Background: an optimization exercise with open tools, aiming at small area. Do not read the settings as production practice.
Where RTL was checked, it was by simulation tests only, not by an equivalence proof against the original.
The RTL of run 3 was laid out without a check of its function.
No activity file was given, so power comes from the tool's default toggle rates.

===== design/flow/flow/run.sh =====
#!/bin/bash
# Own layout flow: the standard flow (standard.sh, unchanged synthesis and steps), with
# the smallest buffer for the port buffers and clock tree synthesis without dummy loads.
set -euo pipefail
export BUFFER_PORTS_ARGS="-buffer_cell sky130_fd_sc_hd__buf_1"
export CTS_ARGS="-sink_clustering_enable -repair_clock_nets -dont_use_dummy_load -buf_list sky130_fd_sc_hd__clkbuf_4 -sink_clustering_size 10 -sink_clustering_max_diameter 35"
bash standard.sh > standard_flow.log 2>&1

===== design/flow/standard.sh =====
#!/bin/bash
# synth_recipe.tcl (not shown) runs the flow's synth.tcl, then flattens the netlist and writes it again
# the make line also repeats each setting of config.mk as NAME=value (left out here)
make -C /OpenROAD-flow-scripts/flow DESIGN_CONFIG=/design/flow/config.mk WORK_HOME=/design/flow/orfs CLKGATE_MAP_FILE= SYNTH_SCRIPT=/design/flow/synth_recipe.tcl "${@:-finish}"

===== design/flow/config.mk =====
export PLATFORM = sky130hd
export DESIGN_NAME = physic
export DESIGN_NICKNAME = physic
export VERILOG_FILES = /design/flow/design.v
export SDC_FILE = /design/flow/constraint.sdc
export NUM_CORES = 4
export LEC_CHECK = 0
export ABC_AREA = 0
export ABC_CLOCK_PERIOD_IN_PS = 100000
export CAP_MARGIN = 20
export CORE_MARGIN = 2
export CORE_UTILIZATION = 60
export PLACE_DENSITY = 0.7
export SLEW_MARGIN = 20

===== design/flow/constraint.sdc =====
create_clock -name core_clock -period 10.0 [get_ports {clk}]
set_input_delay 2.0000 -clock core_clock [delete_from_list [all_inputs] [get_ports {clk}]]
set_output_delay 2.0000 -clock core_clock [all_outputs]
set_load 0.01 [all_outputs]

===== design/flow/design.v =====
module physic (
    input wire clk,
    input wire rst_n,
    input wire en,
    input wire p1_move_left, p1_move_right, p1_jump, p1_smash,
    input wire p2_move_left, p2_move_right, p2_jump, p2_smash,
    input wire p1_cover,
    input wire p2_cover,
    output wire [9:0] p1_pos_x, p1_pos_y,
    output wire [9:0] p2_pos_x, p2_pos_y,
    output wire [9:0] ball_pos_x, ball_pos_y,
    output wire p1_is_smash,
    output wire p2_is_smash,
    output wire ball_is_smash,
    output reg game_over,
    output reg [1:0] winner,
    output wire valid
);
    function [1:0] fadd;    
        input a, b, ci;
        fadd = {(a & b) | (ci & (a ^ b)), a ^ b ^ ci};
    endfunction
    function bor;           
        input a, b, bi;
        bor = (~a & b) | (bi & (~a | b));
    endfunction
    wire [19:0] K5145 = 20'd5145;
    wire [19:0] K22528 = 20'd22528;
    reg  [4:0] c;
    wire busy  = |c;
    wire done  = c[4] & c[2];           
    wire run   = en | (busy & ~done);
    wire first = ~busy;
    wire last  = (c == 5'd19);
    always @(posedge clk or negedge rst_n)
        if (!rst_n) c <= 5'd0;
        else        c <= (run & ~last) ? {c[4] ^ (&c[3:0]), c[3] ^ (&c[2:0]), c[2] ^ (&c[1:0]), c[1] ^ c[0], ~c[0]} :
                         last ? 5'd20 : 5'd0;
    assign valid = done;
    reg [10:0] x1_r;  reg [14:0] y1_r;  reg [10:0] v1_r;  reg a1;
    reg [12:0] x2_r;  reg [14:0] y2_r;  reg [10:0] v2_r;  reg a2;
    reg [19:0] bx_r, by_r, vx_r, vy_r;
    reg [3:0]  cd;
    reg f_x1L, f_x1R, f_x2L, f_x2R, f_ld1, f_ld2;
    reg f_frp, f_frn, f_h1, f_h2, f_hd, f_sd;
    reg f_vyq, f_na, f_nb, f_wl, f_wr, f_fa, f_fb, f_bsm;
    wire f_nbt = ~f_na & f_nb, f_nbl = f_na & ~f_nb, f_nbr = f_na & f_nb;
    wire f_fl = f_fa, f_ce = ~f_fa & f_fb, f_wn = f_fb;
    assign p1_pos_x   = {2'b00, x1_r[10:3]};
    assign p1_pos_y   = {1'b0, y1_r[14:6]};
    assign p2_pos_x   = x2_r[12:3];
    assign p2_pos_y   = {1'b0, y2_r[14:6]};
    assign ball_pos_x = bx_r[15:6];
    assign ball_pos_y = by_r[15:6];
    assign p1_is_smash   = f_h1 & p1_smash;
    assign p2_is_smash   = f_h2 & p2_smash;
    assign ball_is_smash = f_bsm;
    wire wx1 = (c[4] | (c[3] | (c[2] | (c[1] & c[0])))) & ~(c[4] | (c[3] & (c[2] & c[1])));
    wire wx2 = (c[4] | (c[3] | (c[2] | (c[1] & c[0])))) & ~c[4];
    wire wy  = ~(c[4] | (c[3] & (c[2] & (c[1] & c[0]))));
    wire wv  = ~(c[4] | (c[3] & (c[2] | c[1])));
    wire ox1 = wx1 & x1_r[0];
    wire ox2 = wx2 & x2_r[0];
    wire oy1 = wy & y1_r[0];
    wire oy2 = wy & y2_r[0];
    wire ov1 = wv ? v1_r[0] : v1_r[10];
    wire ov2 = wv ? v2_r[0] : v2_r[10];
    wire obx = bx_r[0];
    wire oby = by_r[0];
    wire ovx = vx_r[0];
    wire ovy = vy_r[0];
    wire cdz    = (cd == 4'd0);
    wire hit    = cdz & (f_h1 | f_h2);
    wire hp1    = f_h1;
    wire hd     = f_hd;
    wire sd     = f_sd;
    wire sm     = hp1 ? p1_smash : p2_smash;
    wire air    = hp1 ? a1 : a2;
    wire dirb   = hp1 ? p1_move_right : p2_move_left;
    wire header = hit & hd;
    wire body   = hit & ~hd;
    wire nbs    = f_na;
    wire wall   = f_wl | f_wr;
    wire mvR1 = p1_move_right & f_x1R;
    wire mvL1 = p1_move_left & f_x1L & ~mvR1;
    wire mvR2 = p2_move_right & f_x2R;
    wire mvL2 = p2_move_left & f_x2L & ~mvR2;
    wire js1  = p1_jump & ~a1;
    wire js2  = p2_jump & ~a2;
    wire ld1  = a1 & f_ld1;
    wire ld2  = a2 & f_ld2;
    reg [9:0] acy;
    wire [19:0] M200 = 20'd200, M6400 = 20'd6400, M33280 = 20'd33280, M650 = 20'd650, M25 = 20'd25;
    wire [19:0] M1500 = 20'd1500, M1000 = 20'd1000, M999 = 20'd999, M666 = 20'd666, M320 = 20'd320;
    wire [19:0] M400 = 20'd400, M3 = 20'd3, M100 = 20'd100, M750 = 20'd750;
    wire [19:0] M28160 = 20'd28160, M7680 = 20'd7680, M15166 = 20'd15166, M20674 = 20'd20674;
    wire [19:0] M2 = 20'd2, M35838 = 20'd35838, M7937 = 20'd7937, M1025 = 20'd1025, M4097 = 20'd4097;
    wire [19:0] M4865 = 20'd4865, M3200 = 20'd3200, M1 = 20'd1, M25600 = 20'd25600, M5120 = 20'd5120;
    wire x1m = (game_over & M6400[c]) | (~game_over & (mvR1 | mvL1) & M200[c]);
    wire x1s = ~game_over & ~mvR1 & mvL1;
    wire [1:0] sx1 = fadd(~game_over & ox1, x1s ^ x1m, first ? x1s : acy[0]);
    wire nx1 = sx1[0];
    wire x2m = (game_over & M33280[c]) | (~game_over & (mvR2 | mvL2) & M200[c]);
    wire x2s = ~game_over & ~mvR2 & mvL2;
    wire [1:0] sx2 = fadd(~game_over & ox2, x2s ^ x2m, first ? x2s : acy[1]);
    wire nx2 = sx2[0];
    wire y1set = game_over | ld1;
    wire [1:0] sy1 = fadd(~y1set & oy1,
                          y1set ? K22528[c] : (a1 & ov1),
                          ~first & acy[2]);
    wire ny1 = sy1[0];
    wire v1s = ~y1set & js1;                               
    wire v1m = (v1s & M650[c]) | (~y1set & ~js1 & a1 & M25[c]);
    wire [1:0] sv1 = fadd(~(y1set | js1) & ov1, v1s ^ v1m, first ? v1s : acy[3]);
    wire nv1 = sv1[0];
    wire y2set = game_over | ld2;
    wire [1:0] sy2 = fadd(~y2set & oy2,
                          y2set ? K22528[c] : (a2 & ov2),
                          ~first & acy[4]);
    wire ny2 = sy2[0];
    wire v2s = ~y2set & js2;
    wire v2m = (v2s & M650[c]) | (~y2set & ~js2 & a2 & M25[c]);
    wire [1:0] sv2 = fadd(~(y2set | js2) & ov2, v2s ^ v2m, first ? v2s : acy[5]);
    wire nv2 = sv2[0];
    reg vxA, vxV, vxS;
    reg m1500, m1000, m999, m666, m320, m400, m3;
    always @* begin
        vxA = 1'b0; vxV = 1'b0; vxS = 1'b0;
        {m1500, m1000, m999, m666, m320, m400, m3} = 7'd0;
        if (game_over) ;
        else if (nbs | (~f_fl & wall)) begin vxV = 1'b1; vxS = 1'b1; end
        else if (f_fl) ;
        else if (header & sm) begin
            vxS = ~hp1;
            if (air) begin m1500 = dirb; m1000 = ~dirb; end
            else     begin m999  = dirb; m666  = ~dirb; end
        end
        else if (header) begin vxA = 1'b1; m320 = 1'b1; vxS = ~sd; end
        else if (body)   begin m400 = 1'b1; vxS = ~sd; end
        else if (f_frp)  begin vxA = 1'b1; m3 = 1'b1; vxS = 1'b1; end
        else if (f_frn)  begin vxA = 1'b1; m3 = 1'b1; end
        else vxA = 1'b1;
    end
    wire vxM = (m1500 & M1500[c]) | (m1000 & M1000[c]) | (m999 & M999[c]) | (m666 & M666[c]) |
               (m320 & M320[c]) | (m400 & M400[c]) | (m3 & M3[c]);
    wire [1:0] svx = fadd(vxA & ovx, vxS ^ (vxV ? ovx : vxM), first ? vxS : acy[6]);
    wire nvx = svx[0];
    reg vyA, vyV, vyS;
    reg n25, n100, n999, n666, n750;
    always @* begin
        vyA = 1'b0; vyV = 1'b0; vyS = 1'b0;
        {n25, n100, n999, n666, n750} = 5'd0;
        if (game_over) ;
        else if (f_nbt | f_ce) begin vyV = 1'b1; vyS = 1'b1; end
        else if (f_fl) ;
        else if (header & sm) begin
            if (air) n100 = 1'b1;
            else begin vyS = 1'b1; n999 = dirb; n666 = ~dirb; end
        end
        else if (header) begin
            vyS = 1'b1;
            if (f_vyq) n750 = 1'b1;
            else       vyV = 1'b1;
        end
        else if (body & f_vyq) ;
        else begin vyA = 1'b1; n25 = 1'b1; end
    end
    wire vyM = (n25 & M25[c]) | (n100 & M100[c]) | (n999 & M999[c]) | (n666 & M666[c]) | (n750 & M750[c]);
    wire [1:0] svy = fadd(vyA & ovy, vyS ^ (vyV ? ovy : vyM), first ? vyS : acy[7]);
    wire nvy = svy[0];
    reg [1:0] bxA;    
    reg bxV, bxS;
    reg q28160, q7680, q15166, q20674, q2, q35838, q7937, q1024, q4097, q4864;
    always @* begin
        bxA = 2'd0; bxV = 1'b0; bxS = 1'b0;
        {q28160, q7680, q15166, q20674, q2, q35838, q7937, q1024, q4097, q4864} = 10'd0;
        if (game_over) begin q28160 = (winner == 2'd1); q7680 = (winner != 2'd1); end
        else if (f_nbl) q15166 = 1'b1;
        else if (f_nbr) q20674 = 1'b1;
        else if (f_wl)  q2 = 1'b1;
        else if (f_wr)  q35838 = 1'b1;
        else if (body) begin
            bxA = hp1 ? 2'd2 : 2'd3;
            bxS = ~sd;
            if (hp1) begin q7937 = sd; q1024 = ~sd; end
            else     begin q4097 = sd; q4864 = ~sd; end
        end
        else begin bxA = 2'd1; bxV = 1'b1; end
    end
    wire bxM = (q28160 & M28160[c]) | (q7680 & M7680[c]) | (q15166 & M15166[c]) | (q20674 & M20674[c]) |
               (q2 & M2[c]) | (q35838 & M35838[c]) | (q7937 & M7937[c]) | (q1024 & M1025[c]) |
               (q4097 & M4097[c]) | (q4864 & M4865[c]);
    wire abx = (bxA == 2'd1) ? obx : (bxA == 2'd2) ? ox1 : (bxA == 2'd3) ? ox2 : 1'b0;
    wire [1:0] sbx = fadd(abx, bxS ^ (bxV ? ovx : bxM), first ? bxS : acy[8]);
    wire nbx = sbx[0];
    reg [1:0] byA;    
    reg byV, byS;
    reg r3200, r1, r25600;
    always @* begin
        byA = 2'd0; byV = 1'b0; byS = 1'b0;
        {r3200, r1, r25600} = 3'd0;
        if (game_over)  r3200 = 1'b1;
        else if (f_ce)  r1 = 1'b1;
        else if (f_fl)  r25600 = 1'b1;
        else if (header) begin byA = hp1 ? 2'd2 : 2'd3; byS = 1'b1; end
        else begin byA = 2'd1; byV = 1'b1; end
    end
    wire byM = (r3200 & M3200[c]) | (r1 & M1[c]) | (r25600 & M25600[c]) | (byS & M5120[c]);
    wire aby = (byA == 2'd1) ? oby : (byA == 2'd2) ? oy1 : (byA == 2'd3) ? oy2 : 1'b0;
    wire [1:0] sby = fadd(aby, byS ^ (byV ? ovy : byM), first ? byS : acy[9]);
    wire nby = sby[0];
    always @(posedge clk)
        acy <= {sby[1], sbx[1], svy[1], svx[1], sv2[1], sy2[1], sv1[1], sy1[1], sx2[1], sx1[1]};
    reg [2:0] dcy;
    wire [1:0] d13 = fadd(nby, nvy, ~first & dcy[0]);            
    wire [1:0] d14 = fadd(d13[0], K5145[c], ~first & dcy[1]);    
    wire [1:0] d15 = fadd(nbx, nvx, ~first & dcy[2]);            
    wire nyA = d14[0], nxs = d15[0];
    function maj;
        input a, b, ci;
        maj = (a & b) | (ci & (a | b));
    endfunction
    reg [3:0] scy;
    wire e0 = nbx ^ nx1 ^ (~first & scy[0]);       
    wire e1 = nby ^ ny1 ^ (~first & scy[1]);       
    wire e2 = nbx ^ nx2 ^ (~first & scy[2]);       
    wire e3 = nby ^ ny2 ^ (~first & scy[3]);       
    wire e0h = nbx | scy[0], e1h = nby | scy[1], e2h = nbx | scy[2], e3h = nby | scy[3];
    reg [9:0] gq;
    wire [20:0] KM1024 = -21'd1024, K7936 = 21'd7936, K1536 = 21'd1536, KM5120 = -21'd5120;
    wire [20:0] K8192 = 21'd8192, KM4864 = -21'd4864, K4096 = 21'd4096;
    wire g0 = (last ? maj(KM1024[20], ~e0h, bor(KM1024[c], e0, gq[0])) : bor(KM1024[c], e0, ~first & gq[0]));    
    wire g1 = (last ? maj(e0h, ~K7936[20], bor(e0, K7936[c], gq[1])) : bor(e0, K7936[c], ~first & gq[1]));     
    wire g2 = (last ? maj(K1536[20], ~e0h, bor(K1536[c], e0, gq[2])) : bor(K1536[c], e0, ~first & gq[2]));     
    wire g3 = (last ? maj(KM5120[20], ~e1h, bor(KM5120[c], e1, gq[3])) : bor(KM5120[c], e1, ~first & gq[3]));    
    wire g4 = (last ? maj(e1h, ~K8192[20], bor(e1, K8192[c], gq[4])) : bor(e1, K8192[c], ~first & gq[4]));     
    wire g5 = (last ? maj(KM4864[20], ~e2h, bor(KM4864[c], e2, gq[5])) : bor(KM4864[c], e2, ~first & gq[5]));    
    wire g6 = (last ? maj(e2h, ~K4096[20], bor(e2, K4096[c], gq[6])) : bor(e2, K4096[c], ~first & gq[6]));     
    wire g7 = (last ? maj(K1536[20], ~e2h, bor(K1536[c], e2, gq[7])) : bor(K1536[c], e2, ~first & gq[7]));     
    wire g8 = (last ? maj(KM5120[20], ~e3h, bor(KM5120[c], e3, gq[8])) : bor(KM5120[c], e3, ~first & gq[8]));    
    wire g9 = (last ? maj(e3h, ~K8192[20], bor(e3, K8192[c], gq[9])) : bor(e3, K8192[c], ~first & gq[9]));     
    reg [2:0] cq;
    wire lst = last;
    wire [19:0] K400 = 20'd400, KM400 = -20'd400, KM512 = -20'd512;
    wire [19:0] K19200 = 20'd19200, K15168 = 20'd15168, K20672 = 20'd20672;
    wire [19:0] K1 = 20'd1, K35839 = 20'd35839, K25600 = 20'd25600, K20480 = 20'd20480;
    wire [19:0] K15360 = 20'd15360, K17920 = 20'd17920;
    wire [19:0] KW5120 = 20'd519168, KW2560 = 20'd521728, KW3840 = 20'd520448;
    wire c15 = (lst ? bor(~(K19200[c]), ~(nyA), cq[3-3]) : bor(K19200[c], nyA, ~first & cq[3-3]));  
    wire c16 = (lst ? bor(~(K15168[c]), ~(nxs), cq[4-3]) : bor(K15168[c], nxs, ~first & cq[4-3]));  
    wire c17 = (lst ? bor(~(nxs), ~(K20672[c]), cq[5-3]) : bor(nxs, K20672[c], ~first & cq[5-3]));  
    wire [19:0] NX = {nbx, bx_r[19:1]};
    wire [19:0] NY = {nby, by_r[19:1]};
    wire [19:0] NVX = {nvx, vx_r[19:1]};
    wire [19:0] NVY = {nvy, vy_r[19:1]};
    wire c12 = ~NVX[19] & (NVX[18] | (NVX[17] | (NVX[16] | (NVX[15] | (NVX[14] | (NVX[13] | (NVX[12] | (NVX[11] | (NVX[10] | (NVX[9] | (NVX[8] & (NVX[7] & (NVX[6] | (NVX[5] | (NVX[4] & (NVX[3] | (NVX[2] | (NVX[1] | NVX[0]))))))))))))))))));     
    wire c13 = NVX[19] & ~(NVX[18] & (NVX[17] & (NVX[16] & (NVX[15] & (NVX[14] & (NVX[13] & (NVX[12] & (NVX[11] & (NVX[10] & (NVX[9] & (NVX[8] | (NVX[7] | (NVX[6] & (NVX[5] & NVX[4]))))))))))))));    
    wire c14 = ~NVY[19] | (NVY[18] & (NVY[17] & (NVY[16] & (NVY[15] & (NVY[14] & (NVY[13] & (NVY[12] & (NVY[11] & (NVY[10] & (NVY[9] & (NVY[8] | (NVY[7] | (NVY[6] | (NVY[5] | (NVY[4] | (NVY[3] | (NVY[2] | (NVY[1] | NVY[0]))))))))))))))))));    
    wire c18 = (NY[19] | ~(NY[18] | (NY[17] | (NY[16] | (NY[15] | (NY[14] | (NY[13] & (NY[12] & (NY[11] & NY[10])))))))));     
    wire c19 = (NX[19] | ~(NX[18] | (NX[17] | (NX[16] | (NX[15] | (NX[14] & (NX[13] | (NX[12] | (NX[11] | (NX[10] & NX[9]))))))))));     
    wire c20 = (~NX[19] & (NX[18] | (NX[17] | (NX[16] | (NX[15] | (NX[14] | (NX[13] | (NX[12] | (NX[11] | (NX[10] | (NX[9] | (NX[8] | (NX[7] | (NX[6] | (NX[5] | (NX[4] | (NX[3] | (NX[2] | NX[1]))))))))))))))))));         
    wire c21 = (NX[19] | ~(NX[18] | (NX[17] | (NX[16] | (NX[15] & (NX[14] | (NX[13] | (NX[12] | (NX[11] & (NX[10] | (NX[9] & (NX[8] & (NX[7] & (NX[6] & (NX[5] & (NX[4] & (NX[3] & (NX[2] & (NX[1] & NX[0])))))))))))))))))));     
    wire c22 = (NY[19] | ~(NY[18] | (NY[17] | (NY[16] | (NY[15] | (NY[14] & (NY[13] & (NY[12] | (NY[11] | NY[10])))))))));     
    wire c23 = (NX[19] | ~(NX[18] | (NX[17] | (NX[16] | (NX[15] | (NX[14] & (NX[13] | NX[12])))))));     
    wire c24 = (~NY[19] & (NY[18] | (NY[17] | (NY[16] | (NY[15] | (NY[14] | (NY[13] | (NY[12] | (NY[11] | (NY[10] | (NY[9] | (NY[8] | (NY[7] | (NY[6] | (NY[5] | (NY[4] | (NY[3] | (NY[2] | (NY[1] | NY[0])))))))))))))))))));         
    wire c25 = (NX[19] | ~(NX[18] & (NX[17] & (NX[16] & (NX[15] & (NX[14] & (NX[13] & (NX[12] | (NX[11] & NX[10])))))))));    
    wire c26 = (NX[19] | ~(NX[18] & (NX[17] & (NX[16] & (NX[15] & (NX[14] & (NX[13] & (NX[12] & (NX[11] | (NX[10] & NX[9]))))))))));    
    wire c27 = (NY[19] | ~(NY[18] & (NY[17] & (NY[16] & (NY[15] & (NY[14] & (NY[13] & (NY[12] | (NY[11] & NY[10])))))))));    
    wire c28 = (NY[19] | ~(NY[18] & (NY[17] & (NY[16] & (NY[15] & (NY[14] & (NY[13] & (NY[12] & (NY[11] | (NY[10] & NY[9]))))))))));    
    wire c29 = (NY[19] | ~(NY[18] & (NY[17] & (NY[16] & (NY[15] & (NY[14] & (NY[13] & (NY[12] & (NY[11] | (NY[10] | (NY[9] | NY[8])))))))))));    
    wire h1a = c25 & g0;            
    wire h1b = g1;                  
    wire h1c = c27 & g3;            
    wire h1d = g4;                  
    wire h2a = c25 & g5;            
    wire h2b = g6;                  
    wire h2c = c27 & g8;
    wire h2d = g9;
    wire net = c15 & c16 & c17;
    wire hit1n = h1a & h1b & h1c & h1d;
    wire hd1n = ~c28 | e1h;         
    wire hd2n = ~c28 | e3h;
    wire sd1n = c26 & g2;           
    wire sd2n = c26 & g7;           
    wire ntop = ~c29 | c18;         
    wire nlft = ~c26 | c19;         
    wire nzx_n = nvx | (|vx_r[19:1]);
    wire nzy_n = nvy | (|vy_r[19:1]);
    wire bsm_x = NVX[19] ? (NVX[15] & (|NVX[14:0]) & ~(NVX[14] & (NVX[13] & (NVX[12] & (NVX[11] & (NVX[10] & (NVX[9] | (NVX[8] & (NVX[7] & (NVX[6] | (NVX[5] & (NVX[4] | NVX[3]))))))))))))
                         : (~NVX[15] & (NVX[14] | (NVX[13] | (NVX[12] | (NVX[11] | (NVX[10] | (NVX[9] & (NVX[8] | (NVX[7] | (NVX[6] & (NVX[5] | (NVX[4] & (NVX[3] & (NVX[2] | (NVX[1] | NVX[0])))))))))))))));
    wire bsm_y = NVY[19] ? (NVY[15] & (|NVY[14:0]) & ~(NVY[14] & (NVY[13] & (NVY[12] & (NVY[11] & (NVY[10] & (NVY[9] | (NVY[8] & (NVY[7] & (NVY[6] | (NVY[5] & (NVY[4] | NVY[3]))))))))))))
                         : (~NVY[15] & (NVY[14] | (NVY[13] | (NVY[12] | (NVY[11] | (NVY[10] | (NVY[9] & (NVY[8] | (NVY[7] | (NVY[6] & (NVY[5] | (NVY[4] & (NVY[3] & (NVY[2] | (NVY[1] | NVY[0])))))))))))))));
    always @(posedge clk) begin
        dcy <= {d15[1], d14[1], d13[1]};
        scy <= {bor(nby, ny2, ~first & scy[3]), bor(nbx, nx2, ~first & scy[2]),
                bor(nby, ny1, ~first & scy[1]), bor(nbx, nx1, ~first & scy[0])};
        gq <= {g9, g8, g7, g6, g5, g4, g3, g2, g1, g0};
        cq <= {c17, c16, c15};
    end
    localparam [19:0] R_X1 = 20'd6400, R_Y = 20'd22528, R_X2 = 20'd33280;
    localparam [19:0] R_BX = 20'd7680, R_BY = 20'd3200;
    always @(posedge clk or negedge rst_n) begin
        if (!rst_n) begin
            x1_r <= R_X1[13:3]; y1_r <= R_Y[14:0]; v1_r <= 11'd0; a1 <= 1'b0;
            x2_r <= R_X2[15:3]; y2_r <= R_Y[14:0]; v2_r <= 11'd0; a2 <= 1'b0;
            bx_r <= R_BX; by_r <= R_BY; vx_r <= 20'd0; vy_r <= 20'd0;
            cd <= 4'd0; game_over <= 1'b0; winner <= 2'd0;
            f_x1L <= 1'b1; f_x1R <= 1'b1; f_x2L <= 1'b1; f_x2R <= 1'b0;
            f_ld1 <= 1'b0; f_ld2 <= 1'b0;
            f_frp <= 1'b0; f_frn <= 1'b0; f_h1 <= 1'b0; f_h2 <= 1'b0;
            f_hd <= 1'b1; f_sd <= 1'b0;
            f_vyq <= 1'b1; f_na <= 1'b0; f_nb <= 1'b0;
            f_wl <= 1'b0; f_wr <= 1'b0; f_fa <= 1'b0; f_fb <= 1'b0;
            f_bsm <= 1'b0;
        end else begin
            if (run) begin
                bx_r <= {nbx, bx_r[19:1]};
                by_r <= {nby, by_r[19:1]};
                vx_r <= {nvx, vx_r[19:1]};
                vy_r <= {nvy, vy_r[19:1]};
                if (wx1) x1_r <= {nx1, x1_r[10:1]};
                if (wx2) x2_r <= {nx2, x2_r[12:1]};
                if (wy) begin
                    y1_r <= {ny1, y1_r[14:1]};
                    y2_r <= {ny2, y2_r[14:1]};
                end
                if (wv) begin
                    v1_r[9:0] <= {nv1, v1_r[9:1]};
                    v2_r[9:0] <= {nv2, v2_r[9:1]};
                end
            end
            if (last) begin
                v1_r[10] <= nv1;
                v2_r[10] <= nv2;
                a1 <= ~game_over & (js1 | (a1 & ~f_ld1));
                a2 <= ~game_over & (js2 | (a2 & ~f_ld2));
                cd <= ~cdz ? {cd[3] ^ ~(|cd[2:0]), cd[2] ^ ~(|cd[1:0]), cd[1] ^ ~cd[0], ~cd[0]} : {4{f_h1 | f_h2}};
                game_over <= ~game_over & f_fl;
                winner <= f_fl ? (f_wn ? 2'd2 : 2'd1) : winner;
                f_x1L <= |x1_r;
                f_x1R <= ~(x1_r[10] & x1_r[9]);
                f_x2L <= (x2_r[12] | (x2_r[11] & (x2_r[10] | (x2_r[9] & (x2_r[8] | (x2_r[7] | (x2_r[6] | (x2_r[5] | (x2_r[4] | (x2_r[3] | (x2_r[2] | (x2_r[1] | x2_r[0]))))))))))));
                f_x2R <= ~x2_r[12];
                f_ld1 <= ({nv1, v1_r[9:0]} == 11'd675);
                f_ld2 <= ({nv2, v2_r[9:0]} == 11'd675);
                f_h1  <= hit1n;
                f_h2  <= h2a & h2b & h2c & h2d;
                f_hd  <= hit1n ? hd1n : hd2n;
                f_sd  <= hit1n ? sd1n : sd2n;
                f_frp <= c12;
                f_frn <= c13;
                f_vyq <= (hit1n ? hd1n : hd2n) ? c14 : nvy;
                f_na  <= net & ~ntop & (nlft ? (~nvx & nzx_n) : nvx);
                f_nb  <= net & (ntop ? (~nvy & nzy_n) : ~nlft & nvx);
                f_wl  <= ~c20;
                f_wr  <= ~c21;
                f_fa  <= ~c22;
                f_fb  <= ~c22 ? c23 : ~c24;
                f_bsm <= bsm_x | bsm_y;
            end
        end
    end
endmodule

==> results.txt, run 1 <==
- The run finished with no timing, DRC or antenna violations.
- EDFF count, synth: 0
* Count of mapped cells out of synthesis: 1234
- Number of pins with negative max-slew slack in the final report: 0
- In the global route stage, met2 resource usage came out at 0.386.
- Of the total synthesized cell area, the portion taken by full adders, half adders and majority gates is 0.0507.
* Final period demand of the worst path: 5840 ps
* Startpoint types: flip-flop
* Post-synthesis simple-gate area fraction: 0.203
- The design draws 4.62 mW.
- Number of hold violations in the final report: 0
- TritonCTS built the clock tree.
- Initial antenna violation count: 1
- Summing all non-filler instances in the final layout gives an area of 11800 µm².
* Post-route fraction of the period consumed by the critical path: 0.584
- For this design the static power due to leakage is 5.49 nW.
- The synthesized design contains 220 register bits.
- Power density of the placed cells: 391 nW/µm²
- The worst register-to-register path ends at f_vyq$_DFFE_PN1P_.
* Placed Area: 11500 µm²
- The first detailed-routing pass took 5 iterations.
* Initial core utilization: 0.614
* Clk sinks: 220
- Of the post-synthesis cell area, the dominant cell type holds 0.363.
- RSZ-0062 raised after global routing: no
- The H-tree was split into 2 levels.
- By area, the combinational part of the netlist is dominated by simple AND/OR/NAND/NOR gates.
- Walking the worst path, the cells encountered are inv_1 > ha_1 > nand2b_2 > o211ai_1 > a2111o_1 > nand4_1 > o2111ai_1 > nor3_1 > a311oi_1 > fa_1 > inv_1 > fa_1 > a32oi_1 > o22ai_1 > nand3_1 > a211oi_2 > mux2i_1 > mux2_1.
* Total negative slack for setup checks: 0 ps
- The worst hold path begins at y2_r[4]$_DFFE_PN0P_.
- Measured against its own limit, the worst slew margin works out to 0.373.
- The floorplan has 50 rows.
* Leading area contributor after synthesis: dfrtp_1
- From bottom edge to top edge, the die measures 143 µm.
- Along the worst hold path, the cell count comes to 1.
- Horizontal die dimension: 143 µm
* Root Driver: clkbuf_4
- The number of cells on the worst reg-to-reg path is 18.
- Number of setup buffers added after CTS: 0
- Vias per Instance: 5.81
- The critical path in this run is classified as flip-flop to flip-flop.
- CP max stage cell: fa_1
- In this design, the stage delay of the slowest critical-path cell is 880 ps.
- Data on the critical path arrives at its endpoint at 6360 ps.
- Setup slack on the worst reg-to-reg path comes out at 4160 ps.
- The first global-routing pass estimated 40300 µm of wire.
* Sequential area share after synthesis: 0.467
* Layout cells sized above 1: 0.117
- Pin slew with the least headroom to its limit: 941 ps
- Residual DRC count: 0
- Async set-reset flop share out of synthesis: 0.864
* Unique cell type count in the Yosys netlist: 84
- Pin count of the biggest net entering global routing: 87
- Peak VDD IR: 0.186 mV
- M1 GR Usage: 0.349
- Once detail routing completed, the nets flagged for antenna violations numbered 0.
- The clock arrives with 58.6 ps of skew.
* Via count of the first global-routing pass: 8016
- In this run the most used layer during global routing was met2.
- Total setup violations reported at the end of the flow: 0
- Register clock-pin slew on the reported worst setup and hold paths: 90 ps
* Share of the synthesized netlist area taken by xor and xnor gates: 0.00152
- In this run the mean area of a mapped cell was 9.34 µm².
* Cell with the most instances after synthesis: nand2_1
- Maximum clock insertion buffer count: 3
- Summing over every cut layer, the via total after detailed routing is 8606.
* CTS Buf Count: 39
- GPL Wtd Cong: 0.898
* Maximum capacitance violations: 0
- Top cells by area in the synthesized netlist: dfrtp_1 36%, nand2_1 10%, dfstp_2 5.2%, dfxtp_1 5.2%, mux2_2 4.7%
- Highest attainable clock frequency: 0.171 GHz
* Type of the tightest min-delay check: flip-flop to flip-flop
- Final wirelength: 24600 µm
- The path with the worst hold slack has its endpoint at y2_r[3]$_DFFE_PN0P_.
* All-Layer GR Usage: 0.246
- Most used flip-flop cell after synthesis: dfrtp_1
* Ranking of synthesized cells by instance count: 319 x nand2_1, 167 x dfrtp_1, 63 x buf_4
- Total core area: 18800 µm²
* Average wire per standard cell: 16.6 µm
- Area enclosed by the die boundary: 20300 µm²
* Iteration-0 DRC Markers: 601
* Hold-fix buffer count after cts: 0
* Multiplexer area fraction after synthesis: 0.0860
* Clock latency on the worst-skew pair: 630 ps
* Post-synth design cell area: 11500 µm²
- NumNets Final: 1291
- Filler cell count in the final layout: 1623
* Worst-path fanout max: 16
- In this run the critical register-to-register path is launched from c[1]$_DFF_PN0_.
- Port bufs: 73
* Element type at the critical path end: flip-flop
- For this run, the number of Yosys warnings is 1.
* Worst EP required: 10520 ps
- Post-CTS Resized: 0
- Pin placement for this block handled 80 I/O pins.
- In the global route stage, met3 resource usage came out at 0.0424.
- The area growth from synthesis to layout is 2.36%.
- The total overflow left after global routing is 0.
- Detailed-placement wirelength estimate: 16600 µm
- Synth Area in Compound Gates: 0.113
-- stage by stage --
stage / setup slack, ps / std cells / hold WS [ps] / utilization
after floorplan: 4190 / 1237 / 433 / -
after global placement: 3730 / 1440 / 460 / 0.613
after detailed placement: 3700 / 1440 / 467 / 0.613
after CTS: 4160 / 1479 / 458 / 0.628
after global routing: 3850 / 1480 / 474 / 0.628
final: 4160 / 1480 / 455 / 0.628
-- routing by layer --
layer / up-vias / share of wire
met2: 202 / 0.45
met3: 52 / 0.052
met1: 4162 / 0.47
met4: 0 / 0.026
li1: 4190 / -
met5: - / 0
-- worst max-delay path, delay by kind of cell (launching register included) --
family,cells,cell delay [ps]
AO/OA/AOI/OAI,7,1410
adder cells (fa/ha/maj),3,1820
buffers and inverters,2,510
flip-flops,1,580
multiplexers,2,770
AND/OR/NAND/NOR,4,650
-- cells in the final DEF, fill, tap and decap left out, types with 8 or more instances in the layout --
cell / n
a21oi_1: 47
and2_1: 9
buf_1: 72
buf_4: 14
clkbuf_4: 40
dfrtp_1: 167
dfstp_2: 23
dfxtp_1: 30
fa_1: 18
ha_1: 13
inv_1: 46
mux2_1: 32
mux2_2: 48
mux2i_1: 9
nand2_1: 319
nand2b_1: 8
nand3_1: 18
nand4_1: 15
nor2_1: 62
nor3_1: 22
nor4_1: 17
o211ai_1: 8
o21ai_0: 54
o31ai_1: 8
-- power by group --
| part | total (mW) | switching, mW | internal [mW] |
|---|---|---|---|
| Sequential | 1.70 | 0.377 | 1.32 |
| Clock | 0.468 | 0.288 | 0.179 |
| Combinational | 2.45 | 1.46 | 0.991 |
-- registers in the layout (all words and copies together), names as in the netlist, 2 cells and up --
name,cells
acy,10
bx_r,20
by_r,20
c,5
cd,4
cq,3
dcy,3
gq,10
scy,4
v1_r,11
v2_r,11
vx_r,20
vy_r,20
winner,2
x1_r,11
x2_r,13
y1_r,15
y2_r,15
-- final cells by class --
cell class / count / area (µm²) / share of cell area
sequential: 220 / 5380 / 0.457
antenna: 1 / 2.50 / 0.000212
multi-input combinational: 852 / 5260 / 0.446
tap: 234 / 293 / 0.0248
inverter: 47 / 176 / 0.0150
clock buffer: 39 / 293 / 0.0248
timing repair buffer: 87 / 383 / 0.0325
-- worst max-delay path by stage --
stage | from | to | slack, ps | depth (start not counted)
floorplan | p1_move_right | f_na$_DFFE_PN0P_ | 4190 | 16
global placement | p2_move_left | f_na$_DFFE_PN0P_ | 3730 | 17
detailed placement | p1_move_right | f_na$_DFFE_PN0P_ | 3700 | 17
CTS | c[1]$_DFF_PN0_ | f_vyq$_DFFE_PN1P_ | 4160 | 17
global route | c[1]$_DFF_PN0_ | f_vyq$_DFFE_PN1P_ | 3850 | 17
finish | c[1]$_DFF_PN0_ | f_vyq$_DFFE_PN1P_ | 4160 | 18
-- cell families after synthesis --
logic type | count (synthesis)
AOI/OAI and AO/OA | 195
xor gates and xnor gates | 2
adders and majority gates | 37
buffers and inverters | 165
DFF | 220
muxes | 89
other | 1
and+or+nand+nor | 525
==> run 2: changes to the inputs <==
--- a/design/flow/design.v
+++ b/design/flow/design.v
@@ -43,7 +43,7 @@
     reg [3:0]  cd;
     reg f_x1L, f_x1R, f_x2L, f_x2R, f_ld1, f_ld2;
     reg f_frp, f_frn, f_h1, f_h2, f_hd, f_sd;
-    reg f_vyq, f_na, f_nb, f_wl, f_wr, f_fa, f_fb, f_bsm;
+    reg f_vyq, f_na, f_nb, f_wl, f_wr, f_fa, f_fb;
     wire f_nbt = ~f_na & f_nb, f_nbl = f_na & ~f_nb, f_nbr = f_na & f_nb;
     wire f_fl = f_fa, f_ce = ~f_fa & f_fb, f_wn = f_fb;
     assign p1_pos_x   = {2'b00, x1_r[10:3]};
@@ -54,7 +54,7 @@
     assign ball_pos_y = by_r[15:6];
     assign p1_is_smash   = f_h1 & p1_smash;
     assign p2_is_smash   = f_h2 & p2_smash;
-    assign ball_is_smash = f_bsm;
+    assign ball_is_smash = bsm_x | bsm_y;
     wire wx1 = (c[4] | (c[3] | (c[2] | (c[1] & c[0])))) & ~(c[4] | (c[3] & (c[2] & c[1])));
     wire wx2 = (c[4] | (c[3] | (c[2] | (c[1] & c[0])))) & ~c[4];
     wire wy  = ~(c[4] | (c[3] & (c[2] & (c[1] & c[0]))));
@@ -286,10 +286,10 @@
     wire nlft = ~c26 | c19;         
     wire nzx_n = nvx | (|vx_r[19:1]);
     wire nzy_n = nvy | (|vy_r[19:1]);
-    wire bsm_x = NVX[19] ? (NVX[15] & (|NVX[14:0]) & ~(NVX[14] & (NVX[13] & (NVX[12] & (NVX[11] & (NVX[10] & (NVX[9] | (NVX[8] & (NVX[7] & (NVX[6] | (NVX[5] & (NVX[4] | NVX[3]))))))))))))
-                         : (~NVX[15] & (NVX[14] | (NVX[13] | (NVX[12] | (NVX[11] | (NVX[10] | (NVX[9] & (NVX[8] | (NVX[7] | (NVX[6] & (NVX[5] | (NVX[4] & (NVX[3] & (NVX[2] | (NVX[1] | NVX[0])))))))))))))));
-    wire bsm_y = NVY[19] ? (NVY[15] & (|NVY[14:0]) & ~(NVY[14] & (NVY[13] & (NVY[12] & (NVY[11] & (NVY[10] & (NVY[9] | (NVY[8] & (NVY[7] & (NVY[6] | (NVY[5] & (NVY[4] | NVY[3]))))))))))))
-                         : (~NVY[15] & (NVY[14] | (NVY[13] | (NVY[12] | (NVY[11] | (NVY[10] | (NVY[9] & (NVY[8] | (NVY[7] | (NVY[6] & (NVY[5] | (NVY[4] & (NVY[3] & (NVY[2] | (NVY[1] | NVY[0])))))))))))))));
+    wire bsm_x = vx_r[19] ? (vx_r[15] & (|vx_r[14:0]) & ~(vx_r[14] & (vx_r[13] & (vx_r[12] & (vx_r[11] & (vx_r[10] & (vx_r[9] | (vx_r[8] & (vx_r[7] & (vx_r[6] | (vx_r[5] & (vx_r[4] | vx_r[3]))))))))))))
+                         : (~vx_r[15] & (vx_r[14] | (vx_r[13] | (vx_r[12] | (vx_r[11] | (vx_r[10] | (vx_r[9] & (vx_r[8] | (vx_r[7] | (vx_r[6] & (vx_r[5] | (vx_r[4] & (vx_r[3] & (vx_r[2] | (vx_r[1] | vx_r[0])))))))))))))));
+    wire bsm_y = vy_r[19] ? (vy_r[15] & (|vy_r[14:0]) & ~(vy_r[14] & (vy_r[13] & (vy_r[12] & (vy_r[11] & (vy_r[10] & (vy_r[9] | (vy_r[8] & (vy_r[7] & (vy_r[6] | (vy_r[5] & (vy_r[4] | vy_r[3]))))))))))))
+                         : (~vy_r[15] & (vy_r[14] | (vy_r[13] | (vy_r[12] | (vy_r[11] | (vy_r[10] | (vy_r[9] & (vy_r[8] | (vy_r[7] | (vy_r[6] & (vy_r[5] | (vy_r[4] & (vy_r[3] & (vy_r[2] | (vy_r[1] | vy_r[0])))))))))))))));
     always @(posedge clk) begin
         dcy <= {d15[1], d14[1], d13[1]};
         scy <= {bor(nby, ny2, ~first & scy[3]), bor(nbx, nx2, ~first & scy[2]),
@@ -311,7 +311,6 @@
             f_hd <= 1'b1; f_sd <= 1'b0;
             f_vyq <= 1'b1; f_na <= 1'b0; f_nb <= 1'b0;
             f_wl <= 1'b0; f_wr <= 1'b0; f_fa <= 1'b0; f_fb <= 1'b0;
-            f_bsm <= 1'b0;
         end else begin
             if (run) begin
                 bx_r <= {nbx, bx_r[19:1]};
@@ -356,7 +355,6 @@
                 f_wr  <= ~c21;
                 f_fa  <= ~c22;
                 f_fb  <= ~c22 ? c23 : ~c24;
-                f_bsm <= bsm_x | bsm_y;
             end
         end
     end
==> results.txt, run 2 <==
- The flow ran to the end and the layout has no timing, DRC or antenna violations.
* Share of Yosys cell area claimed by the top area cell type: 0.364
* Post-route fraction of the period consumed by the critical path: 0.598
- Worst-path fanout max: 13
- The clock passes through at most 3 buffers.
- The critical path starts at c[1]$_DFF_PN0_.
* Gr ovfl total: 0
- OpenSTA, run right after detailed placement, puts the worst setup slack at 3900 ps.
* Worst slew margin: 0.399
- In this run the worst hold path is classified as flip-flop to flip-flop.
- After clock tree synthesis, the clock-pin slew on the worst setup and hold paths is 70 ps.
- After detailed routing, the number of vias per cell comes to 5.84.
- STA classifies the critical path endpoint as a flip-flop.
- CTS Buf Count: 40
- Grouping stages by cell kind, the critical path spends the most delay in adder cells.
- Top-level port count: 80
- The critical path goes through inv_1 > ha_1 > nor2b_1 > nand2_1 > o21ai_0 > a211oi_1 > a211o_1 > xnor2_1 > o22ai_1 > fa_1 > inv_1 > fa_1 > a32oi_1 > o22ai_2 > nand3_1 > a211oi_2 > mux2i_1 > mux2_1.
- By count the netlist is led by 326 x nand2_1, 166 x dfrtp_1, 75 x mux2_2.
- The first global-routing pass estimated 40000 µm of wire.
- Port bufs: 73
- The number of cells on the worst reg-to-reg path is 18.
- EDFF count, synth: 0
- The critical path contains buffers and inverters numbering 2 combined.
* Via total after detailed routing: 8551
- TritonCTS built the clock tree.
* Via count of the first global-routing pass: 8032
- Type of the worst setup path: flip-flop to flip-flop
- For this run, the number of Yosys warnings is 1.
- Cell with the most instances after synthesis: nand2_1
- Largest clock skew in the final design: 89.5 ps
- NumNets Final: 1274
* Leading area contributor after synthesis: dfrtp_1
* Minimum setup slack among reg-to-reg paths: 4020 ps
- The count of final hold-check violations came to 0.
- Following the worst setup path forward leads to its endpoint at f_vyq$_DFFE_PN1P_.
- For the pin with the worst max-slew slack, the measured transition is 898 ps.
- Post-CTS timing repair inserted 0 buffers for setup.
* GPL Wtd Cong: 0.867
- Derived from the worst setup path, the maximum achievable clock frequency is 0.167 GHz.
* Startpoint types: flip-flop
- Entering global routing, the biggest net connects 86 pins.
* Filler cell count in the final layout: 1606
- On the critical path, the stage with the largest delay is an instance of fa_1.
- Across every metal layer, demand over resource in global routing totals 0.246.
- Synthesis produced a netlist whose cell count is 1218.
* Post-CTS Resized: 0
- Final wirelength: 24300 µm
* Antenna violation net count after detailed routing: 0
* Biggest cell delay along the critical path: 960 ps
* Total setup violations reported at the end of the flow: 0
* Worst path arrival time: 6510 ps
- STA puts the critical path data required time at 10540 ps.
* Number of pins with negative max-slew slack in the final report: 0
- Once routing completed, OpenROAD measured the worst setup slack at 4020 ps.
- Die span in y: 142 µm
- The worst-case IR drop observed on VDD is 0.174 mV.
- Total core area: 18700 µm²
- P&R area growth vs syn: 2.82%
* Number of cell rows: 50
* Final Power: 4.64 mW
* Sequential area share after synthesis: 0.469
- Total negative slack for setup checks: 0 ps
* Post-synth design cell area: 11400 µm²
* Maximum capacitance violations: 0
- After clock tree synthesis, the flow added hold-fix buffers numbering 0.
- Commonest cells after routing, fill and taps aside: 326 x nand2_1, 166 x dfrtp_1, 75 x mux2_2
- H-tree levels: 2
- The die is 142 µm wide.
* RSZ-0062 raised after global routing: no
- Residual DRC count: 0
- Most used flip-flop cell after synthesis: dfrtp_1
- In the post-synthesis netlist, the biggest area contributors are dfrtp_1 36%, nand2_1 11%, mux2_2 7.4%, dfstp_2 5.3%, dfxtp_1 5.3%.
- In this run the critical register-to-register path is launched from c[1]$_DFF_PN0_.
- The first TritonRoute pass finished after 5 iterations.
- Initial core utilization: 0.611
* Root Driver: clkbuf_4
* Count of cell instances traversed by the critical path: 18
- Subtracting the final worst setup slack from the clock period gives 5980 ps.
* Leakage power of the design: 5.47 nW
* Async set-reset flop share out of synthesis: 0.863
- Clock latency on the worst-skew pair: 640 ps
- For this design the ratio of total power to cell area is 395 nW/µm².
* Iteration-0 DRC Markers: 506
- Dividing the detail-routed wire length by the instance count gives 16.6 µm.
* Detailed-placement wirelength estimate: 16500 µm
- The number of antenna violations at the first check in global routing came to 1.
* Commonest non-fill, non-tap cell in the layout: nand2_1
- Dividing the synthesized area by the synthesized cell count gives 9.38 µm².
* Endpoint of the most critical register-to-register path: f_vyq$_DFFE_PN1P_
* Area enclosed by the die boundary: 20200 µm²
- Unique cell type count in the Yosys netlist: 78
- Register bit total from synthesis: 219
- The clock net in this run drives a total of 219 sinks.
- Layout cells sized above 1: 0.138
==> run 2: cell count changes after synthesis, moves of 5 or more <==
cell,previous run,this run
mux2i_1,9,19
nor2_1,62,50
mux2_1,32,3
a21boi_0,1,6
a21oi_1,47,33
nor3_1,23,17
o31ai_1,8,14
nand2_1,319,326
mux2_2,48,75
inv_1,46,40
==> run 2: per-stage QoR <==
step           area (µm²)  cells   util  hold WS, ps
2_1_floorplan       11400   1221      -          438
3_3_place_gp        11400   1423  0.611          459
3_5_place_dp        11400   1423  0.611          462
4_1_cts             11700   1463  0.627          473
5_1_grt             11800   1465  0.628          507
6_report            11800   1465  0.628          473
==> run 2: cells by family after synthesis <==
group | share of synthesized area
and+or+nand+nor | 0.202
DFF | 0.469
AOI/OAI and AO/OA | 0.110
buffers and inverters | 0.0748
muxes | 0.0935
adders and majority gates | 0.0482
xor gates and xnor gates | 0.00230
other | 0.000328
==> run 2: final cells by class <==
| cell class | instances | area (µm²) | share of cell area |
|---|---|---|---|
| Clock buffer | 40 | 300 | 0.0256 |
| Inverter | 40 | 150 | 0.0128 |
| Sequential cell | 219 | 5360 | 0.456 |
| Tap cell | 234 | 293 | 0.0249 |
| Timing Repair Buffer | 87 | 390 | 0.0332 |
| Antenna cell | 2 | 5.00 | 0.000426 |
| Multi-Input combinational cell | 843 | 5250 | 0.447 |
==> run 2: power breakdown <==
group / total (mW) / switching [mW] / leakage (nW) / internal, mW
clock network: 0.471 / 0.287 / 0.184 / 0.183
registers: 1.69 / 0.373 / 2.56 / 1.31
logic: 2.49 / 1.45 / 2.73 / 1.03
==> run 2: worst min-delay path by stage <==
stage                                    from             endpoint  slack [ps]  cells after the start
after global routing      by_r[7]$_DFFE_PN1P_  by_r[7]$_DFFE_PN1P_         510                      2
after CTS                 by_r[7]$_DFFE_PN1P_  by_r[7]$_DFFE_PN1P_         470                      2
after detailed placement  by_r[7]$_DFFE_PN1P_  by_r[7]$_DFFE_PN1P_         460                      2
after floorplan           bx_r[0]$_DFFE_PN0P_  bx_r[0]$_DFFE_PN0P_         440                      2
after global placement    by_r[7]$_DFFE_PN1P_  by_r[7]$_DFFE_PN1P_         460                      2
final                     by_r[7]$_DFFE_PN1P_  by_r[7]$_DFFE_PN1P_         470                      2
==> run 2: routing by layer <==
metal | part of all wire | global-route usage
met5 | 0 | 0
met3 | 0.053 | 0.0431
met2 | 0.47 | 0.398
met4 | 0.022 | 0.0774
met1 | 0.45 | 0.342
==> run 2: worst min-delay path, stage by stage, from the launching register on <==
cell     delay [ps]
dfstp_2         380
nand2_1          50
nand2_1          40
==> run 3: changes to the inputs <==
--- a/design/flow/design.v
+++ b/design/flow/design.v
@@ -38,7 +38,7 @@
                          last ? 5'd20 : 5'd0;
     assign valid = done;
     reg [10:0] x1_r;  reg [14:0] y1_r;  reg [10:0] v1_r;  reg a1;
-    reg [12:0] x2_r;  reg [14:0] y2_r;  reg [10:0] v2_r;  reg a2;
+    reg [10:0] x2_r;  reg [14:0] y2_r;  reg [10:0] v2_r;  reg a2;
     reg [19:0] bx_r, by_r, vx_r, vy_r;
     reg [3:0]  cd;
     reg f_x1L, f_x1R, f_x2L, f_x2R, f_ld1, f_ld2;
@@ -48,7 +48,7 @@
     wire f_fl = f_fa, f_ce = ~f_fa & f_fb, f_wn = f_fb;
     assign p1_pos_x   = {2'b00, x1_r[10:3]};
     assign p1_pos_y   = {1'b0, y1_r[14:6]};
-    assign p2_pos_x   = x2_r[12:3];
+    assign p2_pos_x   = {2'b00, x2_r[10:3]} + 10'd320;    
     assign p2_pos_y   = {1'b0, y2_r[14:6]};
     assign ball_pos_x = bx_r[15:6];
     assign ball_pos_y = by_r[15:6];
@@ -56,11 +56,10 @@
     assign p2_is_smash   = f_h2 & p2_smash;
     assign ball_is_smash = bsm_x | bsm_y;
     wire wx1 = (c[4] | (c[3] | (c[2] | (c[1] & c[0])))) & ~(c[4] | (c[3] & (c[2] & c[1])));
-    wire wx2 = (c[4] | (c[3] | (c[2] | (c[1] & c[0])))) & ~c[4];
     wire wy  = ~(c[4] | (c[3] & (c[2] & (c[1] & c[0]))));
     wire wv  = ~(c[4] | (c[3] & (c[2] | c[1])));
     wire ox1 = wx1 & x1_r[0];
-    wire ox2 = wx2 & x2_r[0];
+    wire ox2 = wx1 & x2_r[0];             
     wire oy1 = wy & y1_r[0];
     wire oy2 = wy & y2_r[0];
     wire ov1 = wv ? v1_r[0] : v1_r[10];
@@ -90,17 +89,17 @@
     wire ld1  = a1 & f_ld1;
     wire ld2  = a2 & f_ld2;
     reg [9:0] acy;
-    wire [19:0] M200 = 20'd200, M6400 = 20'd6400, M33280 = 20'd33280, M650 = 20'd650, M25 = 20'd25;
+    wire [19:0] M200 = 20'd200, M6400 = 20'd6400, M12800 = 20'd12800, M650 = 20'd650, M25 = 20'd25;
     wire [19:0] M1500 = 20'd1500, M1000 = 20'd1000, M999 = 20'd999, M666 = 20'd666, M320 = 20'd320;
     wire [19:0] M400 = 20'd400, M3 = 20'd3, M100 = 20'd100, M750 = 20'd750;
     wire [19:0] M28160 = 20'd28160, M7680 = 20'd7680, M15166 = 20'd15166, M20674 = 20'd20674;
-    wire [19:0] M2 = 20'd2, M35838 = 20'd35838, M7937 = 20'd7937, M1025 = 20'd1025, M4097 = 20'd4097;
-    wire [19:0] M4865 = 20'd4865, M3200 = 20'd3200, M1 = 20'd1, M25600 = 20'd25600, M5120 = 20'd5120;
+    wire [19:0] M2 = 20'd2, M35838 = 20'd35838, M7937 = 20'd7937, M1025 = 20'd1025, M24577 = 20'd24577;
+    wire [19:0] M15615 = 20'd15615, M3200 = 20'd3200, M1 = 20'd1, M25600 = 20'd25600, M5120 = 20'd5120;
     wire x1m = (game_over & M6400[c]) | (~game_over & (mvR1 | mvL1) & M200[c]);
     wire x1s = ~game_over & ~mvR1 & mvL1;
     wire [1:0] sx1 = fadd(~game_over & ox1, x1s ^ x1m, first ? x1s : acy[0]);
     wire nx1 = sx1[0];
-    wire x2m = (game_over & M33280[c]) | (~game_over & (mvR2 | mvL2) & M200[c]);
+    wire x2m = (game_over & M12800[c]) | (~game_over & (mvR2 | mvL2) & M200[c]);
     wire x2s = ~game_over & ~mvR2 & mvL2;
     wire [1:0] sx2 = fadd(~game_over & ox2, x2s ^ x2m, first ? x2s : acy[1]);
     wire nx2 = sx2[0];
@@ -181,7 +180,7 @@
         else if (f_wr)  q35838 = 1'b1;
         else if (body) begin
             bxA = hp1 ? 2'd2 : 2'd3;
-            bxS = ~sd;
+            bxS = hp1 & ~sd;
             if (hp1) begin q7937 = sd; q1024 = ~sd; end
             else     begin q4097 = sd; q4864 = ~sd; end
         end
@@ -189,7 +188,7 @@
     end
     wire bxM = (q28160 & M28160[c]) | (q7680 & M7680[c]) | (q15166 & M15166[c]) | (q20674 & M20674[c]) |
                (q2 & M2[c]) | (q35838 & M35838[c]) | (q7937 & M7937[c]) | (q1024 & M1025[c]) |
-               (q4097 & M4097[c]) | (q4864 & M4865[c]);
+               (q4097 & M24577[c]) | (q4864 & M15615[c]);
     wire abx = (bxA == 2'd1) ? obx : (bxA == 2'd2) ? ox1 : (bxA == 2'd3) ? ox2 : 1'b0;
     wire [1:0] sbx = fadd(abx, bxS ^ (bxV ? ovx : bxM), first ? bxS : acy[8]);
     wire nbx = sbx[0];
@@ -228,15 +227,15 @@
     wire e0h = nbx | scy[0], e1h = nby | scy[1], e2h = nbx | scy[2], e3h = nby | scy[3];
     reg [9:0] gq;
     wire [20:0] KM1024 = -21'd1024, K7936 = 21'd7936, K1536 = 21'd1536, KM5120 = -21'd5120;
-    wire [20:0] K8192 = 21'd8192, KM4864 = -21'd4864, K4096 = 21'd4096;
+    wire [20:0] K8192 = 21'd8192, K15616 = 21'd15616, K24576 = 21'd24576, K22016 = 21'd22016;
     wire g0 = (last ? maj(KM1024[20], ~e0h, bor(KM1024[c], e0, gq[0])) : bor(KM1024[c], e0, ~first & gq[0]));    
     wire g1 = (last ? maj(e0h, ~K7936[20], bor(e0, K7936[c], gq[1])) : bor(e0, K7936[c], ~first & gq[1]));     
     wire g2 = (last ? maj(K1536[20], ~e0h, bor(K1536[c], e0, gq[2])) : bor(K1536[c], e0, ~first & gq[2]));     
     wire g3 = (last ? maj(KM5120[20], ~e1h, bor(KM5120[c], e1, gq[3])) : bor(KM5120[c], e1, ~first & gq[3]));    
     wire g4 = (last ? maj(e1h, ~K8192[20], bor(e1, K8192[c], gq[4])) : bor(e1, K8192[c], ~first & gq[4]));     
-    wire g5 = (last ? maj(KM4864[20], ~e2h, bor(KM4864[c], e2, gq[5])) : bor(KM4864[c], e2, ~first & gq[5]));    
-    wire g6 = (last ? maj(e2h, ~K4096[20], bor(e2, K4096[c], gq[6])) : bor(e2, K4096[c], ~first & gq[6]));     
-    wire g7 = (last ? maj(K1536[20], ~e2h, bor(K1536[c], e2, gq[7])) : bor(K1536[c], e2, ~first & gq[7]));     
+    wire g5 = (last ? maj(K15616[20], ~e2h, bor(K15616[c], e2, gq[5])) : bor(K15616[c], e2, ~first & gq[5]));    
+    wire g6 = (last ? maj(e2h, ~K24576[20], bor(e2, K24576[c], gq[6])) : bor(e2, K24576[c], ~first & gq[6]));    
+    wire g7 = (last ? maj(K22016[20], ~e2h, bor(K22016[c], e2, gq[7])) : bor(K22016[c], e2, ~first & gq[7]));    
     wire g8 = (last ? maj(KM5120[20], ~e3h, bor(KM5120[c], e3, gq[8])) : bor(KM5120[c], e3, ~first & gq[8]));    
     wire g9 = (last ? maj(e3h, ~K8192[20], bor(e3, K8192[c], gq[9])) : bor(e3, K8192[c], ~first & gq[9]));     
     reg [2:0] cq;
@@ -302,7 +301,7 @@
     always @(posedge clk or negedge rst_n) begin
         if (!rst_n) begin
             x1_r <= R_X1[13:3]; y1_r <= R_Y[14:0]; v1_r <= 11'd0; a1 <= 1'b0;
-            x2_r <= R_X2[15:3]; y2_r <= R_Y[14:0]; v2_r <= 11'd0; a2 <= 1'b0;
+            x2_r <= 11'd1600; y2_r <= R_Y[14:0]; v2_r <= 11'd0; a2 <= 1'b0;
             bx_r <= R_BX; by_r <= R_BY; vx_r <= 20'd0; vy_r <= 20'd0;
             cd <= 4'd0; game_over <= 1'b0; winner <= 2'd0;
             f_x1L <= 1'b1; f_x1R <= 1'b1; f_x2L <= 1'b1; f_x2R <= 1'b0;
@@ -318,7 +317,7 @@
                 vx_r <= {nvx, vx_r[19:1]};
                 vy_r <= {nvy, vy_r[19:1]};
                 if (wx1) x1_r <= {nx1, x1_r[10:1]};
-                if (wx2) x2_r <= {nx2, x2_r[12:1]};
+                if (wx1) x2_r <= {nx2, x2_r[10:1]};
                 if (wy) begin
                     y1_r <= {ny1, y1_r[14:1]};
                     y2_r <= {ny2, y2_r[14:1]};
@@ -338,8 +337,8 @@
                 winner <= f_fl ? (f_wn ? 2'd2 : 2'd1) : winner;
                 f_x1L <= |x1_r;
                 f_x1R <= ~(x1_r[10] & x1_r[9]);
-                f_x2L <= (x2_r[12] | (x2_r[11] & (x2_r[10] | (x2_r[9] & (x2_r[8] | (x2_r[7] | (x2_r[6] | (x2_r[5] | (x2_r[4] | (x2_r[3] | (x2_r[2] | (x2_r[1] | x2_r[0]))))))))))));
-                f_x2R <= ~x2_r[12];
+                f_x2L <= |x2_r;
+                f_x2R <= ~(x2_r[10] & x2_r[9]);
                 f_ld1 <= ({nv1, v1_r[9:0]} == 11'd675);
                 f_ld2 <= ({nv2, v2_r[9:0]} == 11'd675);
                 f_h1  <= hit1n;
==> results.txt, run 3 <==
* Outcome: no timing/DRC/antenna violations
- After synthesis the cells add up to 11400 µm².
- Register bit total from synthesis: 217
- Pin slew with the least headroom to its limit: 932 ps
- Element type at the critical path end: flip-flop
* Type of the worst setup path: input port to flip-flop
* Type of the tightest min-delay check: flip-flop to flip-flop
- Commonest non-fill, non-tap cell in the layout: nand2_1
- Sequential area share after synthesis: 0.468
- The worst setup path is launched from an input port.
* Total negative slack for setup checks: 0 ps
- After clock tree synthesis, the clock-pin slew on the worst setup and hold paths is 60 ps.
- Iteration-0 DRC Markers: 493
- Share of total power consumed by net switching: 0.457
- Leading area contributor after synthesis: dfrtp_1
- The final route contains 8558 vias.
- Post-route cell area: 11700 µm²
- The number of global-route vias before repair came to 8088.
* Clock latency on the worst-skew pair: 620 ps
- Synthesis instantiated 75 different standard cells from the library.
- P&R area growth vs syn: 2.95%
- Data on the critical path is required at its endpoint by 10540 ps.
* Clock power share: 0.101
- Final Power: 4.63 mW
* Clock tree from TritonCTS: done
* TritonRoute pass-1 iters: 7
- The H-tree was split into 2 levels.
* Horizontal die dimension: 142 µm
* Vias per Instance: 5.81
- For this design, the CTS-stage hold fixing added 0 buffers.
* Count of mapped cells out of synthesis: 1227
* Top-level port count: 80
- Of the total power, registers draw 0.361.
- Yosys instantiated no cell more often than nand2_1.
- Layout cells sized above 1: 0.134
* Commonest cells after routing, fill and taps aside: 324 x nand2_1, 163 x dfrtp_1, 72 x mux2_2, 72 x buf_1, 65 x nor2_1
- Clk sinks: 217
* HP Start: f_x2R$_DFFE_PN0P_
* RSZ-0062 raised after global routing: no
- Pre-CTS setup slack: 3930 ps
* Post-route fraction of the period consumed by the critical path: 0.555
- Total core area: 18600 µm²
- Worst path arrival time: 6090 ps
- The number of antenna violations at the first check in global routing is 1.
* Gr ovfl total: 0
- The die covers 20000 µm².
* Number of pins with negative max-slew slack in the final report: 0
* NumNets Final: 1287
- In this run the static leakage power is 5.44 nW.
- Post-Route Hold Slack: 472 ps
- Number of hold violations in the final report: 0
- Worst slew margin: 0.378
- The synthesized design contains 0 enable-type register cells.
- No sink is reached through more buffers than the 3 on the longest clock path.
- At the end of the flow the core is filled with cells to 0.627.
- Including well taps, the total number of placed cells is 1433.
- Of all nets on the critical path, the largest fanout is 4.
- Gates resized during post-CTS repair numbered 0.
* Share of Yosys cell area claimed by the top area cell type: 0.359
* First-pass GRT wire length: 40600 µm
- Ranking of synthesized cells by instance count: 324 x nand2_1, 163 x dfrtp_1, 72 x mux2_2
* Number of setup buffers added after CTS: 0
- In this run the power spent charging and discharging nets is 2.12 mW.
- The endpoint identified for the worst register-to-register timing path is f_vyq$_DFFE_PN1P_.
* Die span in y: 142 µm
- In the synthesized netlist the dominant register cell turns out to be dfrtp_1.
- Cell depth of the worst flop-to-flop path: 19
* Port bufs: 73
- Entering global routing, the biggest net connects 88 pins.
* First element of the critical path: p2_smash
- At the end of routability-driven placement, the weighted congestion stood at 0.916.
- Final instance count without filler cells: 1474
- In the routed design, unresolved DRC markers number 0.
* Average wire per standard cell: 16.4 µm
* Hold Path Stages: 2
- Peak VDD IR: 0.178 mV
* Placed Area: 11400 µm²
- Initial core utilization: 0.609
- All-Layer GR Usage: 0.248
- Highest attainable clock frequency: 0.180 GHz
* Combinational Power Share: 0.538
- Top cells by area in the synthesized netlist: dfrtp_1 36%, nand2_1 11%, mux2_2 7.1%, dfstp_2 5.6%, dfxtp_1 5.3%
- The smallest clock period supported by the final layout is computed as 5550 ps.
* CTS Buf Count: 40
- For this run, the number of Yosys warnings is 1.
- Setup slack closes at 4450 ps.
- Number of cell rows: 50
* RR Startpoint: c[1]$_DFF_PN0_
- Internal power contribution: 2.51 mW
- Clock skew on the completed layout was measured at 70.3 ps.
- The final layout contains routed wiring with a total length of 24200 µm.
- The path with the worst hold slack has its endpoint at f_x2R$_DFFE_PN0P_.
* Power density of the placed cells: 396 nW/µm²
- Total setup violations reported at the end of the flow: 0
- Async set-reset flop share out of synthesis: 0.862
- The count of nets left with antenna violations once routing finished came out at 0.
- In this run the register-to-register setup slack is 4460 ps.
- Maximum capacitance violations: 0
* Average cell area after synthesis: 9.26 µm²
- Root Driver: clkbuf_4
- Detailed-placement wirelength estimate: 16200 µm
[run 3: cell types whose count changed in the layout (fill, tap and decap cells not counted), sizes merged, moves of 5 or more]
cell    change
a211oi      -6
a21oi      +11
a22oi       -5
a32oi       +5
mux2        -5
mux2i       -7
nor2       +15
[run 3: logic make-up (layout without fill, tap and decap cells)]
logic type	Yosys count	after routing	share of synthesized area
buf+inv	159	168	0.0739
compound gates	197	197	0.114
xor+xnor	3	3	0.00231
flops	217	217	0.468
fa+ha+maj	36	36	0.0509
other cells	1	5	0.000330
simple gates	529	529	0.208
mux	85	85	0.0830
[run 3: layer usage]
layer	GRT usage	vias to the layer above	part of all wire
li1	-	4173	-
met1	0.359	4094	0.47
met2	0.377	238	0.45
met3	0.0391	53	0.050
met4	0.103	0	0.034
met5	0	-	0
[run 3: layout make-up]
class / count / area [µm²]
Inverter: 42 / 158
Multi-Input combinational cell: 854 / 5250
Antenna cell: 1 / 2.50
Fill cell: 1649 / 6950
Sequential cell: 217 / 5310
Clock buffer: 40 / 300
Timing Repair Buffer: 86 / 375
Tap cell: 234 / 293
[run 3: worst max-delay path by stage]
| stage | cells after the start | endpoint |
|---|---|---|
| after floorplan | 14 | f_na$_DFFE_PN0P_ |
| after global placement | 15 | f_na$_DFFE_PN0P_ |
| after detailed placement | 15 | f_na$_DFFE_PN0P_ |
| after CTS | 19 | f_vyq$_DFFE_PN1P_ |
| after global routing | 19 | f_vyq$_DFFE_PN1P_ |
| final | 15 | f_na$_DFFE_PN0P_ |
[run 3: worst max-delay path, cell delays in order]
cell and delay [ps]:
buf_1 160, mux2i_1 170, or4_1 540, or2_2 310
a31oi_1 210, xor2_1 170, nand2b_1 90, fa_1 650
inv_1 100, fa_1 490, inv_1 60, fa_1 590
nand3_1 80, nor3_1 260, a32o_1 210
[run 3: power by group through the flow]
stage               Clock [mW]  Sequential [mW]  Combinational (mW)
global placement             0             1.67                2.44
finish                   0.469             1.67                2.49
global route             0.526             1.73                2.82
detailed placement           0             1.68                2.49
CTS                      0.489             1.66                2.50
floorplan                    0             1.54                2.03

==> port drivers added, routing unchanged <==
Ports are ideal in the flow. The routed layouts listed here were re-timed in OpenROAD. Step 1 (the two cells are an assumption about what drives the block):
set clk [get_ports {clk}]
set_driving_cell -lib_cell sky130_fd_sc_hd__clkbuf_16 $clk
set_driving_cell -lib_cell sky130_fd_sc_hd__buf_2 [delete_from_list [all_inputs] $clk]
Step 2, shift: input delay + t, output delay - t, t = (earliest + latest rising clock arrival at the registers) / 2. This alone moves slack from input paths to output paths. a / b / c = ideal ports / drivers / drivers and shift; a / b = the first two.
run	shift t [ns]	setup WS [ns]	worst data-port slew with drivers (ns)
run 1	0.632	4.158 / 4.158 / 3.679	0.05
run 2	0.633	4.024 / 4.024 / 3.839	0.06
run 3	0.627	4.450 / 4.455 / 3.836	0.05
After both steps setup and hold are still met in every run listed. The setup slack of run 3, which loses most, moves by +0.005 ns with the drivers and by -0.614 ns with both steps.
